What follows belongs to an exercise in optimizing a design on an open flow for a short achievable clock period and few clock cycles; a production flow would make more cautious choices. RTL that was checked went through simulation tests only; none was proved equivalent to the original. Power figures rest on the tool's default switching activity, not on a simulated workload.

==> run G: inputs <==
==> flow/design.v <==
module mips(
    input clk,
    input rst,
    output [9:0] imem_addr,
    input [31:0] imem_rdata,
    output [9:0] dmem_addr,
    input [31:0] dmem_rdata,
    output dmem_we,
    output [3:0] dmem_wstrb,
    output [31:0] dmem_wdata
);
reg [31:0] pc_f;
reg [31:0] ir, pc_d, pc4_d;
reg        v_d;
reg [31:0] a_q, b_q, sd_q, alt_q;
reg [2:0]  fa_q, fb_q, fs_q;         
reg        e_we;                     
reg [4:0]  e_rd;
reg        e_load, e_lb, e_lbu, e_store, e_sb;
reg        e_add, e_sub, e_slt, e_sltu, e_logic, e_sll, e_srl, e_sra;
reg [3:0]  e_tt;                     
reg [5:0]  e_br;                     
reg        e_pred;                   
reg        e_jr;                     
reg [31:0] m_res;
reg        m_we;
reg [4:0]  m_rd;
reg        m_load, m_lb, m_lbu;
reg        m_dwe;
reg [3:0]  m_strb;
reg [31:0] m_wdata;
reg [31:0] w_val;
reg        w_we;
reg [4:0]  w_rd;
reg [31:0] rf [1:31];
wire [5:0] op = ir[31:26];
wire [4:0] rs = ir[25:21];
wire [4:0] rt = ir[20:16];
wire [4:0] rd = ir[15:11];
wire [4:0] sh = ir[10:6];
wire [5:0] fn = ir[5:0];
wire r_type  = (op == 6'h00);
wire d_jr    = r_type & (fn == 6'h08);
wire d_jalr  = r_type & (fn == 6'h09);
wire d_addu  = r_type & (fn == 6'h21);
wire d_subu  = r_type & (fn == 6'h23);
wire d_sltr  = r_type & (fn == 6'h2A);
wire d_sltur = r_type & (fn == 6'h2B);
wire d_and   = r_type & (fn == 6'h24);
wire d_or    = r_type & (fn == 6'h25);
wire d_xor   = r_type & (fn == 6'h26);
wire d_nor   = r_type & (fn == 6'h27);
wire d_sll   = r_type & (fn == 6'h00);
wire d_srl   = r_type & (fn == 6'h02);
wire d_sra   = r_type & (fn == 6'h03);
wire d_sllv  = r_type & (fn == 6'h04);
wire d_srlv  = r_type & (fn == 6'h06);
wire d_srav  = r_type & (fn == 6'h07);
wire d_shimm = d_sll | d_srl | d_sra;
wire d_addiu = (op == 6'h09);
wire d_slti  = (op == 6'h0A);
wire d_sltiu = (op == 6'h0B);
wire d_andi  = (op == 6'h0C);
wire d_ori   = (op == 6'h0D);
wire d_xori  = (op == 6'h0E);
wire d_lui   = (op == 6'h0F);
wire d_lw    = (op == 6'h23);
wire d_lb    = (op == 6'h20);
wire d_lbu   = (op == 6'h24);
wire d_sw    = (op == 6'h2B);
wire d_sb    = (op == 6'h28);
wire d_beq   = (op == 6'h04);
wire d_bne   = (op == 6'h05);
wire d_rimm  = (op == 6'h01);
wire d_bltz  = d_rimm & ~rt[0];
wire d_bgez  = d_rimm &  rt[0];
wire d_blez  = (op == 6'h06);
wire d_bgtz  = (op == 6'h07);
wire d_j     = (op == 6'h02);
wire d_jal   = (op == 6'h03);
wire d_load   = d_lw | d_lb | d_lbu;
wire d_store  = d_sw | d_sb;
wire d_branch = d_beq | d_bne | d_rimm | d_blez | d_bgtz;
wire d_ialu   = d_addiu | d_slti | d_sltiu | d_andi | d_ori | d_xori | d_lui;
wire [4:0] d_dst = d_jal ? 5'd31 :
                   (r_type & ~d_jr) ? rd :
                   (d_ialu | d_load) ? rt : 5'd0;
wire d_wr = (d_dst != 5'd0);
wire use_rs = ~(d_j | d_jal | d_lui | d_shimm);
wire use_rt = r_type | d_beq | d_bne | d_store;
wire [31:0] rf_rs = (rs == 5'd0) ? 32'd0 : rf[rs];
wire [31:0] rf_rt = (rt == 5'd0) ? 32'd0 : rf[rt];
wire [31:0] rs_val = (w_we && w_rd == rs) ? w_val : rf_rs;
wire [31:0] rt_val = (w_we && w_rd == rt) ? w_val : rf_rt;
wire stall = v_d & e_load & e_we &
             ((use_rs & (e_rd == rs)) | (use_rt & (e_rd == rt)));
wire rs_ex  = use_rs & e_we & (e_rd == rs);
wire rs_mem = use_rs & m_we & (m_rd == rs);
wire rt_ex  = use_rt & e_we & (e_rd == rt);
wire rt_mem = use_rt & m_we & (m_rd == rt);
wire b_imm = d_ialu | d_load | d_store | d_jal | d_jalr;
wire [2:0] fa = rs_ex ? 3'b010 : rs_mem ? 3'b100 : 3'b001;
wire [2:0] ft = rt_ex ? 3'b010 : rt_mem ? 3'b100 : 3'b001;
wire [2:0] fb = b_imm ? 3'b001 : ft;
wire [31:0] simm = {{16{ir[15]}}, ir[15:0]};
wire [31:0] zimm = {16'd0, ir[15:0]};
wire [31:0] a_in = d_shimm ? {27'd0, sh} : rs_val;
wire [31:0] b_in = (d_jal | d_jalr) ? pc4_d :
                   d_lui ? {ir[15:0], 16'd0} :
                   (d_andi | d_ori | d_xori) ? zimm :
                   (d_addiu | d_slti | d_sltiu | d_load | d_store) ? simm :
                   rt_val;
wire [3:0] d_tt = (d_and | d_andi) ? 4'b1000 :
                  (d_or  | d_ori)  ? 4'b1110 :
                  (d_xor | d_xori) ? 4'b0110 :
                  d_nor            ? 4'b0001 :
                                     4'b1010;    
wire d_logic = d_and | d_andi | d_or | d_ori | d_xor | d_xori | d_nor |
               d_lui | d_jal | d_jalr;
wire        pred_t  = d_branch & ir[15];           
wire [31:0] br_tgt  = pc_d + {simm[29:0], 2'b00};
wire [31:0] j_tgt   = {pc_d[31:28], ir[25:0], 2'b00} + 32'h0000_3000;
wire        id_redir = v_d & ~stall & (d_j | d_jal | pred_t);
wire [31:0] id_tgt  = (d_j | d_jal) ? j_tgt : br_tgt;
wire [31:0] m_fwd = m_res;
wire [31:0] opa = ({32{fa_q[0]}} & a_q)  | ({32{fa_q[1]}} & m_fwd) | ({32{fa_q[2]}} & w_val);
wire [31:0] opb = ({32{fb_q[0]}} & b_q)  | ({32{fb_q[1]}} & m_fwd) | ({32{fb_q[2]}} & w_val);
wire [31:0] ops = ({32{fs_q[0]}} & sd_q) | ({32{fs_q[1]}} & m_fwd) | ({32{fs_q[2]}} & w_val);
wire [31:0] sum  = opa + opb;
wire [31:0] diff = opa - opb;
wire lt_s = $signed(opa) < $signed(opb);
wire lt_u = opa < opb;
wire [31:0] lres = ({32{e_tt[0]}} & ~opa & ~opb) | ({32{e_tt[1]}} & ~opa & opb) |
                   ({32{e_tt[2]}} &  opa & ~opb) | ({32{e_tt[3]}} &  opa & opb);
wire        big  = |opa[31:5];
wire [4:0]  amt  = opa[4:0];
wire [31:0] sll_r = big ? 32'd0 : (opb << amt);
wire signed [32:0] sr_in = {e_sra & opb[31], opb};
wire signed [32:0] sr_sh = sr_in >>> amt;
wire [31:0] srl_r = big ? {32{e_sra & opb[31]}} : sr_sh[31:0];
wire [31:0] ex_res = ({32{e_add}} & sum) | ({32{e_sub}} & diff) |
                     {31'd0, (e_slt & lt_s) | (e_sltu & lt_u)} |
                     ({32{e_logic}} & lres) | ({32{e_sll}} & sll_r) |
                     ({32{e_srl | e_sra}} & srl_r);
wire a_eq   = (opa == opb);
wire a_neg  = opa[31];
wire a_zero = (opa == 32'd0);
wire taken  = (e_br[5] & a_eq) | (e_br[4] & ~a_eq) | (e_br[3] & a_neg) |
              (e_br[2] & ~a_neg) | (e_br[1] & (a_neg | a_zero)) |
              (e_br[0] & ~a_neg & ~a_zero);
wire mispred  = (|e_br) & (taken ^ e_pred);
wire ex_redir = mispred | e_jr;
wire [31:0] jr_tgt = opa + 32'h0000_3000;
wire [31:0] ex_tgt = e_jr ? jr_tgt : alt_q;
wire [1:0] ea = sum[1:0];
wire [3:0] st_strb = e_sb ? (4'b0001 << ea) : 4'b1111;
wire [31:0] st_data = e_sb ? {4{ops[7:0]}} : ops;
reg [7:0] ld_byte;
always @(*) begin
    case (m_res[1:0])
    2'b00: ld_byte = dmem_rdata[7:0];
    2'b01: ld_byte = dmem_rdata[15:8];
    2'b10: ld_byte = dmem_rdata[23:16];
    default: ld_byte = dmem_rdata[31:24];
    endcase
end
wire [31:0] ld_val = m_lb  ? {{24{ld_byte[7]}}, ld_byte} :
                     m_lbu ? {24'd0, ld_byte} : dmem_rdata;
wire [31:0] mem_val = m_load ? ld_val : m_res;
assign imem_addr  = pc_f[11:2];
assign dmem_addr  = m_res[11:2];
assign dmem_we    = m_dwe;
assign dmem_wstrb = m_strb;
assign dmem_wdata = m_wdata;
wire [31:0] pc4_f = pc_f + 32'd4;
always @(posedge clk or posedge rst) begin
    if (rst) begin
        pc_f <= 32'h0000_3000;
        v_d  <= 1'b0;
    end else begin
        if (ex_redir)      pc_f <= ex_tgt;
        else if (stall)    pc_f <= pc_f;
        else if (id_redir) pc_f <= id_tgt;
        else               pc_f <= pc4_f;
        if (ex_redir | id_redir) v_d <= 1'b0;
        else if (!stall)         v_d <= 1'b1;
    end
end
always @(posedge clk) begin
    if (ex_redir | ~stall) begin
        ir    <= imem_rdata;
        pc_d  <= pc_f;
        pc4_d <= pc4_f;
    end
end
always @(posedge clk) begin
    a_q   <= a_in;
    b_q   <= b_in;
    sd_q  <= rt_val;
    fa_q  <= fa;
    fb_q  <= fb;
    fs_q  <= ft;
    e_rd  <= d_dst;
    e_lb  <= d_lb;
    e_lbu <= d_lbu;
    e_sb  <= d_sb;
    e_tt  <= d_tt;
    e_add <= d_addu | d_addiu | d_load | d_store;
    e_sub <= d_subu;
    e_slt <= d_sltr | d_slti;
    e_sltu <= d_sltur | d_sltiu;
    e_logic <= d_logic;
    e_sll <= d_sll | d_sllv;
    e_srl <= d_srl | d_srlv;
    e_sra <= d_sra | d_srav;
    e_pred <= pred_t;
    alt_q <= pred_t ? pc4_d : br_tgt;
end
wire id_go = v_d & ~stall & ~ex_redir;
always @(posedge clk or posedge rst) begin
    if (rst) begin
        e_we <= 1'b0; e_load <= 1'b0; e_store <= 1'b0; e_br <= 6'd0; e_jr <= 1'b0;
    end else begin
        e_we    <= id_go & d_wr;
        e_load  <= id_go & d_load;
        e_store <= id_go & d_store;
        e_br    <= {6{id_go}} & {d_beq, d_bne, d_bltz, d_bgez, d_blez, d_bgtz};
        e_jr    <= id_go & (d_jr | d_jalr);
    end
end
always @(posedge clk) begin
    m_res   <= ex_res;
    m_rd    <= e_rd;
    m_lb    <= e_lb;
    m_lbu   <= e_lbu;
    m_strb  <= st_strb;
    m_wdata <= st_data;
end
always @(posedge clk or posedge rst) begin
    if (rst) begin
        m_we <= 1'b0; m_load <= 1'b0; m_dwe <= 1'b0;
    end else begin
        m_we   <= e_we;
        m_load <= e_load;
        m_dwe  <= e_store;
    end
end
always @(posedge clk) begin
    w_val <= mem_val;
    w_rd  <= m_rd;
end
always @(posedge clk or posedge rst) begin
    if (rst) w_we <= 1'b0;
    else     w_we <= m_we;
end
integer i;
always @(posedge clk or posedge rst) begin
    if (rst) begin
        for (i = 1; i < 32; i = i + 1) rf[i] <= 32'd0;
    end else begin
        for (i = 1; i < 32; i = i + 1)
            if (w_we && w_rd == i) rf[i] <= w_val;
    end
end
endmodule
==> flow/run.sh <==
#!/bin/bash
# synth_recipe.tcl (not shown) runs the flow's synth.tcl, then flattens the netlist and writes it again
# the make line also repeats each setting of config.mk as NAME=value (left out here)
make -C /OpenROAD-flow-scripts/flow DESIGN_CONFIG=/design/flow/config.mk WORK_HOME=/design/flow/orfs CLKGATE_MAP_FILE= SYNTH_SCRIPT=/design/flow/synth_recipe.tcl finish
==> flow/config.mk <==
export PLATFORM = sky130hd
export DESIGN_NAME = mips
export DESIGN_NICKNAME = mips
export VERILOG_FILES = /design/flow/design.v
export SDC_FILE = /design/flow/constraint.sdc
export NUM_CORES = 4
export LEC_CHECK = 0
export CAP_MARGIN = 35
export CORE_MARGIN = 2
export CORE_UTILIZATION = 30
export PLACE_DENSITY = 0.5
export SLEW_MARGIN = 30
==> flow/constraint.sdc <==
create_clock -name core_clock -period 11.5 [get_ports {clk}]
set_input_delay 2.3000 -clock core_clock [delete_from_list [all_inputs] [get_ports {clk}]]
set_output_delay 2.3000 -clock core_clock [all_outputs]
set_load 0.01 [all_outputs]
==> inputs of run Z, as changes to run G <==
--- a/flow/design.v
+++ b/flow/design.v
@@ -14,5 +14,4 @@
 reg        v_d;
 reg [31:0] a_q, b_q, sd_q, alt_q;
-reg [2:0]  fa_q, fb_q, fs_q;         
 reg        e_we;                     
 reg [4:0]  e_rd;
@@ -20,7 +19,7 @@
 reg        e_add, e_sub, e_slt, e_sltu, e_logic, e_sll, e_srl, e_sra;
 reg [3:0]  e_tt;                     
-reg [5:0]  e_br;                     
-reg        e_pred;                   
+reg [5:0]  e_mc;                     
 reg        e_jr;                     
+reg        e_kill;                   
 reg [31:0] m_res;
 reg        m_we;
@@ -34,4 +33,16 @@
 reg [4:0]  w_rd;
 reg [31:0] rf [1:31];
+reg [7:0] ld_byte;
+always @(*) begin
+    case (m_res[1:0])
+    2'b00: ld_byte = dmem_rdata[7:0];
+    2'b01: ld_byte = dmem_rdata[15:8];
+    2'b10: ld_byte = dmem_rdata[23:16];
+    default: ld_byte = dmem_rdata[31:24];
+    endcase
+end
+wire [31:0] ld_val = m_lb  ? {{24{ld_byte[7]}}, ld_byte} :
+                     m_lbu ? {24'd0, ld_byte} : dmem_rdata;
+wire [31:0] mem_val = m_load ? ld_val : m_res;
 wire [5:0] op = ir[31:26];
 wire [4:0] rs = ir[25:21];
@@ -93,22 +104,21 @@
 wire [31:0] rs_val = (w_we && w_rd == rs) ? w_val : rf_rs;
 wire [31:0] rt_val = (w_we && w_rd == rt) ? w_val : rf_rt;
-wire stall = v_d & e_load & e_we &
+wire e_wv = e_we & ~e_kill;
+wire stall = v_d & e_load & e_wv &
              ((use_rs & (e_rd == rs)) | (use_rt & (e_rd == rt)));
-wire rs_ex  = use_rs & e_we & (e_rd == rs);
+wire rs_ex  = use_rs & e_wv & (e_rd == rs);
 wire rs_mem = use_rs & m_we & (m_rd == rs);
-wire rt_ex  = use_rt & e_we & (e_rd == rt);
+wire rt_ex  = use_rt & e_wv & (e_rd == rt);
 wire rt_mem = use_rt & m_we & (m_rd == rt);
 wire b_imm = d_ialu | d_load | d_store | d_jal | d_jalr;
-wire [2:0] fa = rs_ex ? 3'b010 : rs_mem ? 3'b100 : 3'b001;
-wire [2:0] ft = rt_ex ? 3'b010 : rt_mem ? 3'b100 : 3'b001;
-wire [2:0] fb = b_imm ? 3'b001 : ft;
 wire [31:0] simm = {{16{ir[15]}}, ir[15:0]};
 wire [31:0] zimm = {16'd0, ir[15:0]};
-wire [31:0] a_in = d_shimm ? {27'd0, sh} : rs_val;
-wire [31:0] b_in = (d_jal | d_jalr) ? pc4_d :
+wire [31:0] a_early = d_shimm ? {27'd0, sh} : rs_mem ? mem_val : rs_val;
+wire [31:0] rt_early = rt_mem ? mem_val : rt_val;
+wire [31:0] b_early = (d_jal | d_jalr) ? pc4_d :
                    d_lui ? {ir[15:0], 16'd0} :
                    (d_andi | d_ori | d_xori) ? zimm :
                    (d_addiu | d_slti | d_sltiu | d_load | d_store) ? simm :
-                   rt_val;
+                   rt_early;
 wire [3:0] d_tt = (d_and | d_andi) ? 4'b1000 :
                   (d_or  | d_ori)  ? 4'b1110 :
@@ -122,13 +132,53 @@
 wire [31:0] j_tgt   = {pc_d[31:28], ir[25:0], 2'b00} + 32'h0000_3000;
 wire        id_redir = v_d & ~stall & (d_j | d_jal | pred_t);
+wire [5:0] d_mc = {(d_beq & ~pred_t) | (d_bne & pred_t),
+                   (d_bne & ~pred_t) | (d_beq & pred_t),
+                   (d_bltz & ~pred_t) | (d_bgez & pred_t),
+                   (d_bgez & ~pred_t) | (d_bltz & pred_t),
+                   (d_blez & ~pred_t) | (d_bgtz & pred_t),
+                   (d_bgtz & ~pred_t) | (d_blez & pred_t)};
 wire [31:0] id_tgt  = (d_j | d_jal) ? j_tgt : br_tgt;
-wire [31:0] m_fwd = m_res;
-wire [31:0] opa = ({32{fa_q[0]}} & a_q)  | ({32{fa_q[1]}} & m_fwd) | ({32{fa_q[2]}} & w_val);
-wire [31:0] opb = ({32{fb_q[0]}} & b_q)  | ({32{fb_q[1]}} & m_fwd) | ({32{fb_q[2]}} & w_val);
-wire [31:0] ops = ({32{fs_q[0]}} & sd_q) | ({32{fs_q[1]}} & m_fwd) | ({32{fs_q[2]}} & w_val);
-wire [31:0] sum  = opa + opb;
-wire [31:0] diff = opa - opb;
-wire lt_s = $signed(opa) < $signed(opb);
-wire lt_u = opa < opb;
+function [32:0] ks_add;
+    input [31:0] a, b;
+    input cin;
+    reg [31:0] p, g, pp, gg, pn, gn;
+    integer i, d;
+    begin
+        p = a ^ b;
+        g = a & b;
+        gg = g;
+        gg[0] = g[0] | (p[0] & cin);
+        pp = p;
+        for (d = 1; d < 32; d = d * 2) begin
+            for (i = 0; i < 32; i = i + 1) begin
+                if (i >= d) begin
+                    gn[i] = gg[i] | (pp[i] & gg[i-d]);
+                    pn[i] = pp[i] & pp[i-d];
+                end else begin
+                    gn[i] = gg[i];
+                    pn[i] = pp[i];
+                end
+            end
+            gg = gn;
+            pp = pn;
+        end
+        ks_add = {gg[31], p ^ {gg[30:0], cin}};
+    end
+endfunction
+wire [31:0] opa = a_q;
+wire [31:0] opb = b_q;
+wire [31:0] ops = sd_q;
+wire [16:0] sl   = {1'b0, opa[15:0]} + {1'b0, opb[15:0]};
+wire [16:0] sh0  = {1'b0, opa[31:16]} + {1'b0, opb[31:16]};
+wire [16:0] sh1  = {1'b0, opa[31:16]} + {1'b0, opb[31:16]} + 17'd1;
+wire [32:0] sum_c = sl[16] ? {sh1, sl[15:0]} : {sh0, sl[15:0]};
+wire [16:0] dl   = {1'b0, opa[15:0]} + {1'b0, ~opb[15:0]} + 17'd1;
+wire [16:0] dh0  = {1'b0, opa[31:16]} + {1'b0, ~opb[31:16]};
+wire [16:0] dh1  = {1'b0, opa[31:16]} + {1'b0, ~opb[31:16]} + 17'd1;
+wire [32:0] diff_c = dl[16] ? {dh1, dl[15:0]} : {dh0, dl[15:0]};
+wire [31:0] sum  = sum_c[31:0];
+wire [31:0] diff = diff_c[31:0];
+wire lt_s = (opa[31] ^ opb[31]) ? opa[31] : diff[31];
+wire lt_u = ~diff_c[32];
 wire [31:0] lres = ({32{e_tt[0]}} & ~opa & ~opb) | ({32{e_tt[1]}} & ~opa & opb) |
                    ({32{e_tt[2]}} &  opa & ~opb) | ({32{e_tt[3]}} &  opa & opb);
@@ -144,11 +194,10 @@
                      ({32{e_srl | e_sra}} & srl_r);
 wire a_eq   = (opa == opb);
+wire a_zero = (opa == 32'd0);
 wire a_neg  = opa[31];
-wire a_zero = (opa == 32'd0);
-wire taken  = (e_br[5] & a_eq) | (e_br[4] & ~a_eq) | (e_br[3] & a_neg) |
-              (e_br[2] & ~a_neg) | (e_br[1] & (a_neg | a_zero)) |
-              (e_br[0] & ~a_neg & ~a_zero);
-wire mispred  = (|e_br) & (taken ^ e_pred);
-wire ex_redir = mispred | e_jr;
+wire a_le   = a_neg | a_zero;
+wire mispred = (e_mc[5] & a_eq) | (e_mc[4] & ~a_eq) | (e_mc[3] & a_neg) |
+               (e_mc[2] & ~a_neg) | (e_mc[1] & a_le) | (e_mc[0] & ~a_le);
+wire ex_redir = (mispred | e_jr) & ~e_kill;
 wire [31:0] jr_tgt = opa + 32'h0000_3000;
 wire [31:0] ex_tgt = e_jr ? jr_tgt : alt_q;
@@ -156,16 +205,4 @@
 wire [3:0] st_strb = e_sb ? (4'b0001 << ea) : 4'b1111;
 wire [31:0] st_data = e_sb ? {4{ops[7:0]}} : ops;
-reg [7:0] ld_byte;
-always @(*) begin
-    case (m_res[1:0])
-    2'b00: ld_byte = dmem_rdata[7:0];
-    2'b01: ld_byte = dmem_rdata[15:8];
-    2'b10: ld_byte = dmem_rdata[23:16];
-    default: ld_byte = dmem_rdata[31:24];
-    endcase
-end
-wire [31:0] ld_val = m_lb  ? {{24{ld_byte[7]}}, ld_byte} :
-                     m_lbu ? {24'd0, ld_byte} : dmem_rdata;
-wire [31:0] mem_val = m_load ? ld_val : m_res;
 assign imem_addr  = pc_f[11:2];
 assign dmem_addr  = m_res[11:2];
@@ -174,4 +211,5 @@
 assign dmem_wdata = m_wdata;
 wire [31:0] pc4_f = pc_f + 32'd4;
+wire [31:0] pc_seq = stall ? pc_f : id_redir ? id_tgt : pc4_f;
 always @(posedge clk or posedge rst) begin
     if (rst) begin
@@ -179,14 +217,10 @@
         v_d  <= 1'b0;
     end else begin
-        if (ex_redir)      pc_f <= ex_tgt;
-        else if (stall)    pc_f <= pc_f;
-        else if (id_redir) pc_f <= id_tgt;
-        else               pc_f <= pc4_f;
-        if (ex_redir | id_redir) v_d <= 1'b0;
-        else if (!stall)         v_d <= 1'b1;
-    end
-end
-always @(posedge clk) begin
-    if (ex_redir | ~stall) begin
+        pc_f <= ex_redir ? ex_tgt : pc_seq;
+        v_d  <= ex_redir ? 1'b0 : stall ? v_d : ~id_redir;
+    end
+end
+always @(posedge clk) begin
+    if (~stall) begin
         ir    <= imem_rdata;
         pc_d  <= pc_f;
@@ -195,10 +229,7 @@
 end
 always @(posedge clk) begin
-    a_q   <= a_in;
-    b_q   <= b_in;
-    sd_q  <= rt_val;
-    fa_q  <= fa;
-    fb_q  <= fb;
-    fs_q  <= ft;
+    a_q   <= rs_ex ? ex_res : a_early;
+    b_q   <= (rt_ex & ~b_imm) ? ex_res : b_early;
+    sd_q  <= rt_ex ? ex_res : rt_early;
     e_rd  <= d_dst;
     e_lb  <= d_lb;
@@ -214,17 +245,18 @@
     e_srl <= d_srl | d_srlv;
     e_sra <= d_sra | d_srav;
-    e_pred <= pred_t;
     alt_q <= pred_t ? pc4_d : br_tgt;
 end
-wire id_go = v_d & ~stall & ~ex_redir;
-always @(posedge clk or posedge rst) begin
-    if (rst) begin
-        e_we <= 1'b0; e_load <= 1'b0; e_store <= 1'b0; e_br <= 6'd0; e_jr <= 1'b0;
+wire id_go = v_d & ~stall;
+always @(posedge clk or posedge rst) begin
+    if (rst) begin
+        e_we <= 1'b0; e_load <= 1'b0; e_store <= 1'b0; e_mc <= 6'd0; e_jr <= 1'b0;
+        e_kill <= 1'b0;
     end else begin
         e_we    <= id_go & d_wr;
         e_load  <= id_go & d_load;
         e_store <= id_go & d_store;
-        e_br    <= {6{id_go}} & {d_beq, d_bne, d_bltz, d_bgez, d_blez, d_bgtz};
+        e_mc    <= {6{id_go}} & d_mc;
         e_jr    <= id_go & (d_jr | d_jalr);
+        e_kill  <= ex_redir;
     end
 end
@@ -241,7 +273,7 @@
         m_we <= 1'b0; m_load <= 1'b0; m_dwe <= 1'b0;
     end else begin
-        m_we   <= e_we;
+        m_we   <= e_we & ~e_kill;
         m_load <= e_load;
-        m_dwe  <= e_store;
+        m_dwe  <= e_store & ~e_kill;
     end
 end
==> flow/flow/run.sh (new file) <==
#!/bin/bash
# Standard layout, with the timing repair steps asked to leave more setup slack than the
# clock needs (the constraint file is the standard flow's, unchanged).
set -euo pipefail
bash standard.sh SETUP_SLACK_MARGIN=8 TNS_END_PERCENT=100 finish > standard_flow.log 2>&1
==> flow/standard.sh (new file) <==
#!/bin/bash
# synth_recipe.tcl (not shown) runs the flow's synth.tcl, then flattens the netlist and writes it again
# the make line also repeats each setting of config.mk as NAME=value (left out here)
make -C /OpenROAD-flow-scripts/flow DESIGN_CONFIG=/design/flow/config.mk WORK_HOME=/design/flow/orfs CLKGATE_MAP_FILE= SYNTH_SCRIPT=/design/flow/synth_recipe.tcl "${@:-finish}"
--- a/flow/config.mk
+++ b/flow/config.mk
@@ -11,2 +11,3 @@
 export PLACE_DENSITY = 0.5
 export SLEW_MARGIN = 30
+export TNS_END_PERCENT = 100
removed: flow/run.sh
==> inputs of run F, as changes to run G <==
--- a/flow/design.v
+++ b/flow/design.v
@@ -129,5 +129,5 @@
 wire [31:0] sum  = opa + opb;
 wire [31:0] diff = opa - opb;
-wire lt_s = $signed(opa) < $signed(opb);
+wire lt_s = (opa[31] ^ opb[31]) ? opa[31] : diff[31];
 wire lt_u = opa < opb;
 wire [31:0] lres = ({32{e_tt[0]}} & ~opa & ~opb) | ({32{e_tt[1]}} & ~opa & opb) |
@@ -188,5 +188,5 @@
 end
 always @(posedge clk) begin
-    if (ex_redir | ~stall) begin
+    if (~stall) begin
         ir    <= imem_rdata;
         pc_d  <= pc_f;
==> flow/flow/run.sh (new file) <==
#!/bin/bash
# Standard layout, with the timing repair steps asked to leave more setup slack than the
# clock needs (the constraint file is the standard flow's, unchanged).
set -euo pipefail
bash standard.sh SETUP_SLACK_MARGIN=8 TNS_END_PERCENT=100 finish > standard_flow.log 2>&1
==> flow/standard.sh (new file) <==
#!/bin/bash
# synth_recipe.tcl (not shown) runs the flow's synth.tcl, then flattens the netlist and writes it again
# the make line also repeats each setting of config.mk as NAME=value (left out here)
make -C /OpenROAD-flow-scripts/flow DESIGN_CONFIG=/design/flow/config.mk WORK_HOME=/design/flow/orfs CLKGATE_MAP_FILE= SYNTH_SCRIPT=/design/flow/synth_recipe.tcl "${@:-finish}"
--- a/flow/config.mk
+++ b/flow/config.mk
@@ -11,2 +11,3 @@
 export PLACE_DENSITY = 0.5
 export SLEW_MARGIN = 30
+export TNS_END_PERCENT = 100
removed: flow/run.sh
==> qor summary <==
quantity	run Z	run G	run F
FILL cells	24700	25200	24600
Period minus WS final	3.89 ns	6.47 ns	4.83 ns
Number of instances in the placed design	10400	10400	10400
Met1 Wirelength	153000 um	155000 um	159000 um
Met2 wire len	179000 um	169000 um	171000 um
Number of nets at the end of the flow	7815	7373	7672
Reg2Reg Capture Point	m_res[0]	pc4_d[4]	e_br[1]
Syn Nets	7523	7470	7459
Total Die Area	260000 sq um	256000 sq um	255000 sq um
Path length in cells of the critical path	17	15	16
Detailed route wirelength on metal3	57100 um	49900 um	55700 um
Clock group	5.20 mW	5.40 mW	5.21 mW
Clock Sinks	1394	1403	1403
Summed instance area of the synthesized netlist	76800 sq um	75500 sq um	75400 sq um
Post-synthesis mux area share	18.9%	17.6%	18.0%
Placer congestion estimate	0.971	0.967	0.961
Fraction of power consumed by sequential logic	41.9%	42.3%	41.2%
Result of the run	finished clean	finished clean	finished clean
Clock Power Share	36.1%	37.3%	35.5%
Register area share after synthesis	44.3%	45.4%	45.4%
Transition time at the pin with the least slew margin	1.05 ns	1.17 ns	1.12 ns
Testbench counts of run Z, summed over its fixed seeds: cycles 24,865.
Testbench counts of run F, summed over its fixed seeds: cycles 24,865.
The RTL of run G was laid out without a check of its function.

afterwards: timing with drivers on the ports:
Ports are ideal in the flow. The routed layouts listed here were re-timed in OpenROAD.
Step 1 sets driving cells, clkbuf_16 on the clock port and buf_2 on the other inputs (assumed; they add their load-dependent delay and slew).
Step 2, shift: input delay + t, output delay - t, t = (earliest + latest rising clock arrival at the registers) / 2. This alone moves slack from input paths to output paths.
a / b / c = ideal ports / drivers / drivers and shift; a / b = the first two.
| run | shift t [ns] | setup slack, ns | worst hold slack (ns) | latest minus earliest clock arrival (ns) | cell pins on the clock port's net |
|---|---|---|---|---|---|
| run G | 0.899 | 5.028 / 5.028 / 5.028 | 0.326 / 0.326 / 0.326 | 0.051 / 0.051 | 1 |
| run Z | 0.916 | 7.612 / 7.612 / 7.017 | 0.372 / 0.372 / 0.372 | 0.051 / 0.051 | 1 |
| run F | 0.912 | 6.672 / 6.672 / 6.672 | 0.340 / 0.340 / 0.340 | 0.048 / 0.048 | 1 |
After both steps setup and hold are still met in every run listed. For run Z, which loses most, drivers alone change the setup slack by 0.000 ns; drivers and shift together by -0.595 ns.
